From an optimization exercise on the open Yosys and OpenROAD flow, aimed at small area, a short achievable clock period and few clock cycles; shortcuts taken in it are not production practice. At most, simulation tests tie the RTL to the original design; equivalence was not proved. Power and IR drop assume default switching activity.

## rev 12
==> module infix_calc, before the edit <==
module infix_calc
(
    input  wire       CLK,
    input  wire       RST,
    output reg        BUSY,
    input  wire [7:0] INPUT_SIGN,
    input  wire       SIGN_STB,
    input  wire [7:0] INPUT_NUMBER,
    input  wire       NUMBER_STB,
    output wire [7:0] OUT,
    output reg        OUT_STB
);
wire in_mul = ~INPUT_SIGN[0];
wire in_div = INPUT_SIGN[2] & INPUT_SIGN[1];
wire in_sub = ~INPUT_SIGN[1];
wire take_num = NUMBER_STB & ~SIGN_STB & ~BUSY;
wire take_op  = SIGN_STB & ~NUMBER_STB & ~BUSY;
wire take_end = SIGN_STB & NUMBER_STB & ~BUSY;
reg       r_num;     
reg       r_lo;      
reg       r_end;     
reg [7:0] r_val;     
reg       m_mul;     
reg       m_div;     
reg       n_sub;     
always @(posedge CLK) begin
    if (RST) begin
        r_num <= 1'b0;
        r_lo  <= 1'b0;
        r_end <= 1'b0;
        m_mul <= 1'b0;
        m_div <= 1'b0;
        BUSY  <= 1'b0;
    end else begin
        r_num <= take_num;
        r_lo  <= take_op & ~in_mul & ~in_div;
        r_end <= take_end;
        if (take_op | take_end) begin
            m_mul <= in_mul & take_op;
            m_div <= in_div & take_op;
        end
        BUSY  <= r_num & m_mul & take_op & (in_mul | in_div);
    end
    r_val <= INPUT_NUMBER;
    if (take_op & ~in_mul & ~in_div)
        n_sub <= in_sub;
end
reg  [7:0]    term;
reg           a_num;      
reg           a_mul;
reg           a_div;
reg  [7:0]    a_val;      
reg  [K1-1:0] a_rem;      
reg           b_div;      
reg           b_mul;      
reg  [K2-1:0] b_rem;      
localparam K1 = 3;
localparam K2 = 5;
wire [7:0] x1 = r_val ^ {8{m_div}};    
wire [0:0] dv0 = m_div & term[7];
wire [1:0] ds0 = {1'b0, dv0} + {1'b0, x1[0:0]} + {1'd0, m_div};
wire dq0 = m_div ? (ds0[1] & (x1[7:1] == {7{m_div}})) : term[7];
wire [0:0] dr0 = dq0 ? ds0[0:0] : dv0;
wire [1:0] dv1 = {dr0, m_div & term[6]};
wire [2:0] ds1 = {1'b0, dv1} + {1'b0, x1[1:0]} + {2'd0, m_div};
wire dq1 = m_div ? (ds1[2] & (x1[7:2] == {6{m_div}})) : term[6];
wire [1:0] dr1 = dq1 ? ds1[1:0] : dv1;
wire [2:0] dv2 = {dr1, m_div & term[5]};
wire [3:0] ds2 = {1'b0, dv2} + {1'b0, x1[2:0]} + {3'd0, m_div};
wire dq2 = m_div ? (ds2[3] & (x1[7:3] == {5{m_div}})) : term[5];
wire [2:0] dr2 = dq2 ? ds2[2:0] : dv2;
wire [3:0] dv3 = {a_rem, a_div & term[4]};
wire [4:0] ds3 = {1'b0, dv3} + {1'b0, a_val[3:0]} + {4'd0, a_div};
wire dq3 = a_div ? (ds3[4] & (a_val[7:4] == {4{a_div}})) : term[4];
wire [3:0] dr3 = dq3 ? ds3[3:0] : dv3;
wire [4:0] dv4 = {dr3, a_div & term[3]};
wire [5:0] ds4 = {1'b0, dv4} + {1'b0, a_val[4:0]} + {5'd0, a_div};
wire dq4 = a_div ? (ds4[5] & (a_val[7:5] == {3{a_div}})) : term[3];
wire [4:0] dr4 = dq4 ? ds4[4:0] : dv4;
wire [5:0] dv5 = {b_rem, a_div & term[2]};
wire [6:0] ds5 = {1'b0, dv5} + {1'b0, a_val[5:0]} + {6'd0, a_div};
wire dq5 = a_div ? (ds5[6] & (a_val[7:6] == {2{a_div}})) : term[2];
wire [5:0] dr5 = dq5 ? ds5[5:0] : dv5;
wire [6:0] dv6 = {dr5, a_div & term[1]};
wire [7:0] ds6 = {1'b0, dv6} + {1'b0, a_val[6:0]} + {7'd0, a_div};
wire dq6 = a_div ? (ds6[7] & (a_val[7:7] == {1{a_div}})) : term[1];
wire [6:0] dr6 = dq6 ? ds6[6:0] : dv6;
wire [7:0] dv7 = {dr6, a_div & term[0]};
wire [8:0] ds7 = {1'b0, dv7} + {1'b0, a_val[7:0]} + {8'd0, a_div};
wire dq7 = a_div ? (ds7[8]) : term[0];
wire [7:0] dr7 = dq7 ? ds7[7:0] : dv7;
wire [K1-1:0]    q1 = {dq0, dq1, dq2};
wire [K2-K1-1:0] q2 = {dq3, dq4};
wire [7-K2:0]    q3 = {dq5, dq6, dq7};
wire [7:0]       r3 = dr7;    
always @(posedge CLK) begin
    if (RST) begin
        a_num <= 1'b0;
        b_div <= 1'b0;
        b_mul <= 1'b0;
    end else begin
        a_num <= r_num;
        b_div <= a_num & a_div;
        b_mul <= a_num & a_mul;
    end
    if (r_num) begin
        a_mul <= m_mul;
        a_div <= m_div;
        a_val <= x1;
    end
    a_rem <= dr2;
    b_rem <= dr4;
    if (a_num & ~a_div & ~a_mul)
        term <= a_val;
    else if (b_mul)
        term <= r3;
    else begin
        if (r_num & m_div)
            term[7:8-K1] <= q1;
        if (a_num & a_div)
            term[7-K1:8-K2] <= q2;
        if (b_div)
            term[7-K2:0] <= q3;
    end
end
reg [7:0] sum;
reg       first;     
reg       sop_sub;   
reg       p_sub;     
reg       lo1, lo2, end1, end2;
wire [7:0] base  = first ? 8'd0 : sum;
wire [7:0] total = base + (term ^ {8{sop_sub}}) + {7'd0, sop_sub};
always @(posedge CLK) begin
    if (RST) begin
        lo1     <= 1'b0;
        lo2     <= 1'b0;
        end1    <= 1'b0;
        end2    <= 1'b0;
        first   <= 1'b1;
        sop_sub <= 1'b0;
        OUT_STB <= 1'b0;
    end else begin
        lo1     <= r_lo;
        lo2     <= lo1;
        end1    <= r_end;
        end2    <= end1;
        OUT_STB <= end2;
        if (lo2) begin
            first   <= 1'b0;
            sop_sub <= p_sub;
        end else if (end2) begin
            first   <= 1'b1;
            sop_sub <= 1'b0;
        end
    end
    if (lo1)
        p_sub <= n_sub;
    if (lo2 | end2)
        sum <= total;
end
assign OUT = sum;
endmodule
==> flow/config.mk <==
export PLATFORM = sky130hd
export DESIGN_NAME = infix_calc
export DESIGN_NICKNAME = infix_calc
export VERILOG_FILES = /design/flow/design.v
export SDC_FILE = /design/flow/constraint.sdc
export NUM_CORES = 4
export LEC_CHECK = 0
export CAP_MARGIN = 20
export CORE_MARGIN = 2
export CORE_UTILIZATION = 40
export SLEW_MARGIN = 20
==> flow/constraint.sdc <==
create_clock -name core_clock -period 13.0 [get_ports {CLK}]
set_input_delay 2.6000 -clock core_clock [delete_from_list [all_inputs] [get_ports {CLK}]]
set_output_delay 2.6000 -clock core_clock [all_outputs]
set_load 0.01 [all_outputs]
standard.sh (not shown) runs the stock make flow with config.mk's settings and CLKGATE_MAP_FILE= SYNTH_SCRIPT=/design/flow/synth_recipe.tcl, a recipe that flattens the netlist after the stock synthesis.
==> flow/flow/run.sh <==
#!/bin/bash
# Standard ORFS layout at the design's clock and constraints, with a larger setup
# target for the timing repair (see params.sh).
set -euo pipefail
source flow/params.sh
bash standard.sh SETUP_SLACK_MARGIN=$SETUP_MARGIN $EXTRA finish > make.log 2>&1
==> flow/flow/params.sh <==
SETUP_MARGIN=9.3
EXTRA="ABC_AREA=1"
Changes in rev 13 relative to rev 12:
diff --git a/flow/design.v b/flow/design.v
--- a/flow/design.v
+++ b/flow/design.v
@@ -51,50 +51,58 @@
 reg           a_div;
 reg  [7:0]    a_val;      
 reg  [K1-1:0] a_rem;      
 reg           b_div;      
 reg           b_mul;      
 reg  [K2-1:0] b_rem;      
-localparam K1 = 3;
-localparam K2 = 5;
+localparam K1 = 4;
+localparam K2 = 6;
 wire [7:0] x1 = r_val ^ {8{m_div}};    
 wire [0:0] dv0 = m_div & term[7];
 wire [1:0] ds0 = {1'b0, dv0} + {1'b0, x1[0:0]} + {1'd0, m_div};
-wire dq0 = m_div ? (ds0[1] & (x1[7:1] == {7{m_div}})) : term[7];
+wire qd0 = ds0[1] & (x1[7:1] == {7{m_div}});    
+wire dq0 = m_div ? qd0 : term[7];
 wire [0:0] dr0 = dq0 ? ds0[0:0] : dv0;
 wire [1:0] dv1 = {dr0, m_div & term[6]};
 wire [2:0] ds1 = {1'b0, dv1} + {1'b0, x1[1:0]} + {2'd0, m_div};
-wire dq1 = m_div ? (ds1[2] & (x1[7:2] == {6{m_div}})) : term[6];
+wire qd1 = ds1[2] & (x1[7:2] == {6{m_div}});    
+wire dq1 = m_div ? qd1 : term[6];
 wire [1:0] dr1 = dq1 ? ds1[1:0] : dv1;
 wire [2:0] dv2 = {dr1, m_div & term[5]};
 wire [3:0] ds2 = {1'b0, dv2} + {1'b0, x1[2:0]} + {3'd0, m_div};
-wire dq2 = m_div ? (ds2[3] & (x1[7:3] == {5{m_div}})) : term[5];
+wire qd2 = ds2[3] & (x1[7:3] == {5{m_div}});    
+wire dq2 = m_div ? qd2 : term[5];
 wire [2:0] dr2 = dq2 ? ds2[2:0] : dv2;
-wire [3:0] dv3 = {a_rem, a_div & term[4]};
-wire [4:0] ds3 = {1'b0, dv3} + {1'b0, a_val[3:0]} + {4'd0, a_div};
-wire dq3 = a_div ? (ds3[4] & (a_val[7:4] == {4{a_div}})) : term[4];
+wire [3:0] dv3 = {dr2, m_div & term[4]};
+wire [4:0] ds3 = {1'b0, dv3} + {1'b0, x1[3:0]} + {4'd0, m_div};
+wire qd3 = ds3[4] & (x1[7:4] == {4{m_div}});    
+wire dq3 = m_div ? qd3 : term[4];
 wire [3:0] dr3 = dq3 ? ds3[3:0] : dv3;
-wire [4:0] dv4 = {dr3, a_div & term[3]};
+wire [4:0] dv4 = {a_rem, a_div & term[3]};
 wire [5:0] ds4 = {1'b0, dv4} + {1'b0, a_val[4:0]} + {5'd0, a_div};
-wire dq4 = a_div ? (ds4[5] & (a_val[7:5] == {3{a_div}})) : term[3];
+wire qd4 = ds4[5] & (a_val[7:5] == {3{a_div}});    
+wire dq4 = a_div ? qd4 : term[3];
 wire [4:0] dr4 = dq4 ? ds4[4:0] : dv4;
-wire [5:0] dv5 = {b_rem, a_div & term[2]};
+wire [5:0] dv5 = {dr4, a_div & term[2]};
 wire [6:0] ds5 = {1'b0, dv5} + {1'b0, a_val[5:0]} + {6'd0, a_div};
-wire dq5 = a_div ? (ds5[6] & (a_val[7:6] == {2{a_div}})) : term[2];
+wire qd5 = ds5[6] & (a_val[7:6] == {2{a_div}});    
+wire dq5 = a_div ? qd5 : term[2];
 wire [5:0] dr5 = dq5 ? ds5[5:0] : dv5;
-wire [6:0] dv6 = {dr5, a_div & term[1]};
+wire [6:0] dv6 = {b_rem, a_div & term[1]};
 wire [7:0] ds6 = {1'b0, dv6} + {1'b0, a_val[6:0]} + {7'd0, a_div};
-wire dq6 = a_div ? (ds6[7] & (a_val[7:7] == {1{a_div}})) : term[1];
+wire qd6 = ds6[7] & (a_val[7:7] == {1{a_div}});    
+wire dq6 = a_div ? qd6 : term[1];
 wire [6:0] dr6 = dq6 ? ds6[6:0] : dv6;
 wire [7:0] dv7 = {dr6, a_div & term[0]};
 wire [8:0] ds7 = {1'b0, dv7} + {1'b0, a_val[7:0]} + {8'd0, a_div};
-wire dq7 = a_div ? (ds7[8]) : term[0];
+wire qd7 = ds7[8];    
+wire dq7 = a_div ? qd7 : term[0];
 wire [7:0] dr7 = dq7 ? ds7[7:0] : dv7;
-wire [K1-1:0]    q1 = {dq0, dq1, dq2};
-wire [K2-K1-1:0] q2 = {dq3, dq4};
-wire [7-K2:0]    q3 = {dq5, dq6, dq7};
+wire [K1-1:0]    q1 = {qd0, qd1, qd2, qd3};
+wire [K2-K1-1:0] q2 = {qd4, qd5};
+wire [7-K2:0]    q3 = {qd6, qd7};
 wire [7:0]       r3 = dr7;    
 always @(posedge CLK) begin
     if (RST) begin
         a_num <= 1'b0;
         b_div <= 1'b0;
         b_mul <= 1'b0;
@@ -105,14 +113,14 @@
     end
     if (r_num) begin
         a_mul <= m_mul;
         a_div <= m_div;
         a_val <= x1;
     end
-    a_rem <= dr2;
-    b_rem <= dr4;
+    a_rem <= dr3;
+    b_rem <= dr5;
     if (a_num & ~a_div & ~a_mul)
         term <= a_val;
     else if (b_mul)
         term <= r3;
     else begin
         if (r_num & m_div)
==> comparison <==
Rev 13 vs. rev 12: distinct cell type count of the synthesized netlist moved up, overall fraction of global-route tracks in use has decreased, met1 track utilization from global routing lost 2.8 points, utilization after layout lost 2.2 points, relative contribution of combinational cells to total power climbed 0.4 points.
Compared to rev 12, rev 13 has extra flip-flops.
Against rev 12, rev 13 comes in 0.69% higher on die boundary width.
Comparing the two runs side by side, rev 13 comes out ahead of rev 12 on maximum resistive drop on vdd.
Compared rev 13 vs rev 12, and global-route met2 utilization is down in rev 13.
Buffer count excluding the clock tree in the final layout up about 6% in rev 13 wrt rev 12
Total negative slack for setup checks: rev 12 vs rev 13 identical
Compared to rev 12, rev 13 shows a wider setup margin.
Fraction of area in registers: rev 13 higher than rev 12
Testbench counts of rev 13, summed over its fixed seeds: cycles 14,680.
Only the layout flow was run in rev 12; the RTL was not checked for function there.

-- static timing again, ports no longer ideal --
In the flow no input, the clock included, has a driving cell. The finished layouts below were timed again as built, in two steps.
Step 1 assumes that a clkbuf_16 drives the clock port and a buf_2 every other input.
Step 2 also shifts input and output timing later by t, the mid clock arrival at the registers, as if the neighbouring blocks saw the same clock.
Slacks: no drivers / after step 1 / after step 2; pairs: no drivers / after step 1.
| run | t (ns) | setup slack, ns | worst register clock-pin slew, ns | worst slew at a driven data input, ns |
|---|---|---|---|---|
| rev 12 | 0.359 | 8.546 / 8.546 / 8.546 | 0.08 / 0.08 | 0.03 |
| rev 13 | 0.368 | 9.358 / 9.329 / 9.084 | 0.09 / 0.09 | 0.03 |
After both steps setup and hold are still met in every run listed. The setup slack of rev 13, which loses most, moves by -0.029 ns with the drivers and by -0.274 ns with both steps.
